From an optimization exercise on the open Yosys and OpenROAD flow, aimed at small area, a short achievable clock period and few clock cycles; shortcuts taken in it are not production practice. In this exercise RTL edits were held to simulation tests only and were not proved equivalent to the original. The flow treats the clock pin as an ideal source. Dropping or thinning the clock tree relies on that and would not hold on a real chip. Power and IR drop assume default switching activity.

## run A
==> flow/design.v (excerpt) <==
module alu19 (
    input             clk,
    input             rst,
    input             in_valid,
    output            in_ready,
    input      [3:0]  op,
    input      [18:0] a,
    input      [18:0] b,
    output reg        out_valid,
    output reg [18:0] result,
    output reg        zero,
    output reg        carry,
    output reg        overflow
);
    reg          ready_o;   
    reg          busy;      
    wire         ready = ~busy;
    reg          vq;        
    reg          first;     
    reg  [3:0]   opq;
    reg  [18:0]  A;         
    reg  [18:0]  B;         
    reg          bm;        
    reg  [4:0]   cnt;       
    assign in_ready = ready_o;
    wire is_mul = (opq == 4'd2);
    wire is_div = (opq == 4'd3);
    wire is_md  = is_mul | is_div;
    wire [18:0] res_in = first ? 19'd0 : result;
    wire [18:0] dn;
    wire [4:0]  lz;
    norm19 nrm (.v(B), .n(dn), .lz(lz));
    wire [18:0] d_in   = first ? dn : B;
    wire        b_zero = (B == 19'd0);
    wire [4:0]  cnt_in = first ? lz : cnt;
    wire       b_m1 = ~first & bm;
    wire       one0 = B[0] ^ b_m1;
    wire       two0 = (B[1] & ~B[0] & ~b_m1) | (~B[1] & B[0] & b_m1);
    wire       neg0 = B[1];
    wire       one1 = B[2] ^ B[1];
    wire       two1 = (B[3] & ~B[2] & ~B[1]) | (~B[3] & B[2] & B[1]);
    wire       neg1 = B[3];
    wire [18:0] a_m1 = {A[17:0], 1'b0};
    wire [18:0] row0 = (({19{one0}} & A) | ({19{two0}} & a_m1)) ^ {19{neg0}};
    wire [18:0] rw1  = (({19{one1}} & A) | ({19{two1}} & a_m1)) ^ {19{neg1}};
    wire [18:0] row1 = {rw1[16:0], neg1, neg1};
    wire [18:0] cs_s = res_in ^ row0 ^ row1;
    wire [18:0] cs_c = {(res_in[17:0] & row0[17:0]) | (res_in[17:0] & row1[17:0]) |
                        (row0[17:0] & row1[17:0]), neg1};
    reg  [18:0] x, y;
    reg         cin;
    always @(*) begin
        x = A; cin = 1'b0;
        case (opq)
            4'd0, 4'd6, 4'd7, 4'd8: y = B;
            4'd1:    begin y = ~B; cin = 1'b1; end
            4'd2:    begin x = cs_s; y = cs_c; cin = neg0; end
            4'd3:    begin y = ~d_in; cin = 1'b1; end
            4'd4:    begin y = 19'd0; cin = 1'b1; end
            default: y = 19'h7FFFF;
        endcase
    end
  ...
export LEC_CHECK = 0
export ABC_AREA = 1
export CAP_MARGIN = 20
export CORE_MARGIN = 2
export CORE_UTILIZATION = 40
export CTS_BUF_LIST = sky130_fd_sc_hd__clkbuf_8
export SLEW_MARGIN = 20
create_clock -name core_clock -period 35.0 [get_ports {clk}]
standard.sh (not shown) runs the stock make flow with config.mk's settings and CLKGATE_MAP_FILE= SYNTH_SCRIPT=/design/flow/synth_recipe.tcl, a recipe that flattens the netlist after the stock synthesis.
==> flow/flow/run.sh <==
#!/bin/bash
set -euo pipefail
W=$(pwd)
P=${FLOW_PLATFORM:-sky130hd}
R=$W/orfs/results/$P/alu19/base
L=$W/orfs/logs/$P/alu19/base
LIB=$FLOW_HOME/platforms/$P/lib/sky130_fd_sc_hd__tt_025C_1v80.lib
YOSYS=$FLOW_HOME/../tools/install/yosys/bin/yosys
[[ -x $YOSYS ]] || YOSYS=yosys

# 1. standard synthesis
bash standard.sh synth > $W/log_1_standard_synth.txt 2>&1
cp $R/1_2_yosys.v $W/netlist_standard.v

# 2. re-map the combinational logic
python3 flow/lib2map.py $LIB > $W/cellmap.v
DONTUSE=$(grep -o -- '-dont_use [^ ]*' $L/1_2_yosys.log | sort -u | tr '\n' ' ')
ABCSCRIPT='+strash;&get,-n;&fraig,-x;&put;scorr;dc2;strash;&get,-n;&dch,-f;&nf;&put;topo;upsize,-D,4500;dnsize,-D,4500'
cat > $W/reabc.ys <<YS
read_liberty -lib $LIB
read_verilog $W/netlist_standard.v
hierarchy -top $FLOW_TOP
techmap -map $W/cellmap.v
techmap
opt -fast
abc -liberty $LIB $DONTUSE -script $ABCSCRIPT
setundef -zero
splitnets
opt_clean -purge
hilomap -singleton -hicell sky130_fd_sc_hd__conb_1 HI -locell sky130_fd_sc_hd__conb_1 LO
insbuf -buf sky130_fd_sc_hd__buf_4 A X
opt_clean -purge
check -assert
stat -liberty $LIB
write_verilog -noattr -nohex -nodec $W/netlist_reabc.v
YS
$YOSYS -l $W/log_2_reabc.txt -q $W/reabc.ys > /dev/null 2>&1
# the registers must be the standard synthesis's, instance for instance
grep -E '^\s*sky130_fd_sc_hd__[a-z]*df' $W/netlist_standard.v | awk '{print $1, $2}' | sort > $W/regs_standard.txt
grep -E '^\s*sky130_fd_sc_hd__[a-z]*df' $W/netlist_reabc.v | awk '{print $1, $2}' | sort > $W/regs_reabc.txt
cmp $W/regs_standard.txt $W/regs_reabc.txt
cp $W/netlist_reabc.v $R/1_2_yosys.v
rm -f $R/1_synth.odb $R/1_synth.sdc

# 3. the standard layout from the new netlist
export BUFFER_PORTS_ARGS="-buffer_cell sky130_fd_sc_hd__buf_1"
bash standard.sh > $W/log_3_standard_layout.txt 2>&1
Other scripts of this flow, unchanged in this note and not shown: flow/flow/lib2map.py
Run A | stages: all done | timing, DRC, antenna: all pass
Testbench counts of run A, summed over its fixed seeds: cycles 39,688.
[inputs] run B vs run A
-- flow/flow/run.sh --
<<< run A, line 16
python3 flow/lib2map.py $LIB > $W/cellmap.v
DONTUSE=$(grep -o -- '-dont_use [^ ]*' $L/1_2_yosys.log | sort -u | tr '\n' ' ')
ABCSCRIPT='+strash;&get,-n;&fraig,-x;&put;scorr;dc2;strash;&get,-n;&dch,-f;&nf;&put;topo;upsize,-D,4500;dnsize,-D,4500'
cat > $W/reabc.ys <<YS
read_liberty -lib $LIB
>>> run B, line 16
python3 flow/lib2map.py $LIB > $W/cellmap.v
DONTUSE=$(grep -o -- '-dont_use [^ ]*' $L/1_2_yosys.log | sort -u | tr '\n' ' ')
ABCSCRIPT='+strash;&get,-n;&fraig,-x;&put;scorr;dc2;strash;&get,-n;&dch,-f;&put;dc2;strash;&get,-n;&dch,-f;&nf;&put;topo;upsize,-D,5500;dnsize,-D,5500'
cat > $W/reabc.ys <<YS
read_liberty -lib $LIB
- Run B completed; timing, DRC and antenna clean
- Run B ended with less clock skew than run A.
- Run A and run B ended up with nearly the same fraction of met3 tracks used by global routing.
- Run B vs. run A: post-DP HPWL moved down, overall die height went down.
[inputs] run C vs run B
Settings: changing SLEW_MARGIN from 20 to 0; changing CTS_BUF_LIST from sky130_fd_sc_hd__clkbuf_8 to sky130_fd_sc_hd__clkbuf_16; changing CAP_MARGIN from 20 to 0; setting CTS_CLUSTER_DIAMETER to 200 for the first time; setting CTS_CLUSTER_SIZE to 40 for the first time.
-- flow/flow/run.sh --
<<< run B, line 16
python3 flow/lib2map.py $LIB > $W/cellmap.v
DONTUSE=$(grep -o -- '-dont_use [^ ]*' $L/1_2_yosys.log | sort -u | tr '\n' ' ')
ABCSCRIPT='+strash;&get,-n;&fraig,-x;&put;scorr;dc2;strash;&get,-n;&dch,-f;&put;dc2;strash;&get,-n;&dch,-f;&nf;&put;topo;upsize,-D,5500;dnsize,-D,5500'
cat > $W/reabc.ys <<YS
read_liberty -lib $LIB
>>> run C, line 16
python3 flow/lib2map.py $LIB > $W/cellmap.v
DONTUSE=$(grep -o -- '-dont_use [^ ]*' $L/1_2_yosys.log | sort -u | tr '\n' ' ')
ABCSCRIPT='+strash;&get,-n;&fraig,-x;&put;scorr;dc2;strash;&get,-n;&dch,-f;&nf;&put;topo;upsize,-D,4500;dnsize,-D,4500'
cat > $W/reabc.ys <<YS
read_liberty -lib $LIB
### Flow results
Diff run B -> run C: setup violation total in the final timing report level; total met2 wirelength after detailed routing moved up; placer's final routability congestion estimate moved up. Between run B and run C, the synthesis-to-finish area growth is higher for run C. Compared to run B, the router laid down more metal wire for run C. Per the comparison of run C with run B, number of inserted diodes saw a decrease; met2 capacity usage during global routing dropped 0.25 points; synthesized cell count went up by about 2%. Run C finished all stages; the layout is clean.
The inputs of run D differ from those of run C as listed below.
Settings: CTS_CLUSTER_SIZE no longer set, was 40; SLEW_MARGIN now 20, was 0; CTS_BUF_LIST no longer set, was sky130_fd_sc_hd__clkbuf_16; CAP_MARGIN now 20, was 0; CTS_CLUSTER_DIAMETER no longer set, was 200.
==> run notes <==
- Run D | stages: all done | timing, DRC, antenna: all pass
- Diff run D..run C | maximum frequency | negligible
- Post-layout utilization of the core ends up lower on run C.
- On number of clock-tree buffers in the layout, the lower figure sits with run C, not run D.
- [compare] base=run C new=run D: global routing usage summed across all routing layers barely changed, worst setup slack barely changed.

---

Another version of the RTL of alu19 (not shown whole).
Size: ~850 cells after synthesis, roughly 69 I/O pins, about 6500 um^2 of cells after synthesis.
export LEC_CHECK = 0
export ABC_AREA = 1
export CAP_MARGIN = 0
export CORE_MARGIN = 2
export CORE_UTILIZATION = 60
export SLEW_MARGIN = 0
create_clock -name core_clock -period 35.0 [get_ports {clk}]
==> flow/flow/run.sh <==
#!/bin/bash
set -euo pipefail
W=$(pwd)
P=${FLOW_PLATFORM:-sky130hd}
R=$W/orfs/results/$P/alu19/base
L=$W/orfs/logs/$P/alu19/base
LIB=$FLOW_HOME/platforms/$P/lib/sky130_fd_sc_hd__tt_025C_1v80.lib
YOSYS=$FLOW_HOME/../tools/install/yosys/bin/yosys
[[ -x $YOSYS ]] || YOSYS=yosys

# 1. standard synthesis
bash standard.sh synth > $W/log_1_standard_synth.txt 2>&1
cp $R/1_2_yosys.v $W/netlist_standard.v

# 2. re-map the combinational logic
python3 flow/lib2map.py $LIB > $W/cellmap.v
DONTUSE=$(grep -o -- '-dont_use [^ ]*' $L/1_2_yosys.log | sort -u | tr '\n' ' ')
ABCSCRIPT='+strash;&get,-n;&fraig,-x;&put;scorr;dc2;strash;&get,-n;&dch,-f;&put;dc2;strash;&get,-n;&dch,-f;&nf;&put;topo;upsize,-D,5500;dnsize,-D,5500'
cat > $W/reabc.ys <<YS
read_liberty -lib $LIB
read_verilog $W/netlist_standard.v
hierarchy -top $FLOW_TOP
techmap -map $W/cellmap.v
techmap
opt -fast
abc -liberty $LIB $DONTUSE -script $ABCSCRIPT
setundef -zero
splitnets
opt_clean -purge
hilomap -singleton -hicell sky130_fd_sc_hd__conb_1 HI -locell sky130_fd_sc_hd__conb_1 LO
insbuf -buf sky130_fd_sc_hd__buf_4 A X
opt_clean -purge
check -assert
stat -liberty $LIB
write_verilog -noattr -nohex -nodec $W/netlist_reabc.v
YS
$YOSYS -l $W/log_2_reabc.txt -q $W/reabc.ys > /dev/null 2>&1
# the registers must be the standard synthesis's, instance for instance
grep -E '^\s*sky130_fd_sc_hd__[a-z]*df' $W/netlist_standard.v | awk '{print $1, $2}' | sort > $W/regs_standard.txt
grep -E '^\s*sky130_fd_sc_hd__[a-z]*df' $W/netlist_reabc.v | awk '{print $1, $2}' | sort > $W/regs_reabc.txt
cmp $W/regs_standard.txt $W/regs_reabc.txt
cp $W/netlist_reabc.v $R/1_2_yosys.v
rm -f $R/1_synth.odb $R/1_synth.sdc

# 3. standard placement
export BUFFER_PORTS_ARGS="-buffer_cell sky130_fd_sc_hd__buf_1"
bash standard.sh place > $W/log_3_standard_place.txt 2>&1

# 4. clock buffers (flow/clock.tcl) in place of ORFS's CTS step
RESULTS=$R PLATFORM_DIR=$FLOW_HOME/platforms/$P openroad -no_init -exit flow/clock.tcl > $W/log_4_clock.txt 2>&1
cp $R/4_1_cts.odb $R/4_cts.odb
{ cat $R/3_place.sdc; echo "set_propagated_clock [all_clocks]"; } > $R/4_cts.sdc
touch $R/4_cts.odb $R/4_cts.sdc

# 5. the rest of the standard layout (routing and finishing)
bash standard.sh > $W/log_5_standard_layout.txt 2>&1
Other scripts of this flow, unchanged in this note and not shown: flow/flow/clock.tcl, flow/flow/lib2map.py
The baseline completed without violations.
Testbench counts at the start, summed over its fixed seeds: cycles 40,988.
Next try:
CORE_UTILIZATION = 40   (was 60)
GPL_TIMING_DRIVEN = 0   (was default)
What happened:
- The new run went through all stages and came out clean
- clock skew fell by 9.7 ps
- total power fell by about 0.56%
- routed wire length rose by 1.9%
- clock power barely changes
- via count fell by 4.7%
Next try:
GPL_TIMING_DRIVEN = default   (was 0)
Power is lower by 0.56%.
Hold slack got worse by 13 ps.
Wire length is lower by 0.43%.
Clock skew is about the same.
In every run of this note, the design's own scripts or RTL, not TritonCTS, make the clock network.

-- re-timing with driven ports --
No port has a modelled driver above. Below, the same layouts with a new extraction and two added sets of constraints. Step 1 (the two cells are an assumption about what drives the block):
set clk [get_ports {clk}]
set_driving_cell -lib_cell sky130_fd_sc_hd__clkbuf_16 $clk
set_driving_cell -lib_cell sky130_fd_sc_hd__buf_2 [delete_from_list [all_inputs] $clk]
Step 2 adds t to the input delays and takes it off the output delays; t is the mean of the earliest and latest rising clock arrival at the registers after step 1. Input paths then give back, and output paths get back, about the clock's delay inside the block. Three values: ideal ports, drivers, drivers and shift; two values: the first two.
run	shift t [ns]	setup WS [ns]	worst setup path at the end	clock arrival spread, ns	worst register clock-pin slew, ns
run A	0.427	27.093 / 27.052 / 27.132	input to register	0.016 / 0.017	0.09 / 0.09
run B	0.416	27.082 / 27.043 / 27.123	register to register	0.010 / 0.010	0.08 / 0.08
run C	0.393	27.133 / 27.088 / 27.130	input to register	0.006 / 0.006	0.06 / 0.06
run D	0.394	27.136 / 27.090 / 27.127	input to register	0.009 / 0.009	0.07 / 0.07
the first run of note 2	0.226	27.287 / 27.213 / 27.251	input to register	0.026 / 0.025	0.10 / 0.10
the second run of note 2	0.229	27.031 / 27.031 / 27.031	register to register	0.016 / 0.016	0.09 / 0.09
the third run of note 2	0.233	27.331 / 27.247 / 27.265	input to register	0.016 / 0.016	0.09 / 0.09
After both steps every run listed still meets setup and hold. For the third run of note 2, which loses most, drivers alone change the setup slack by -0.084 ns; drivers and shift together by -0.066 ns.
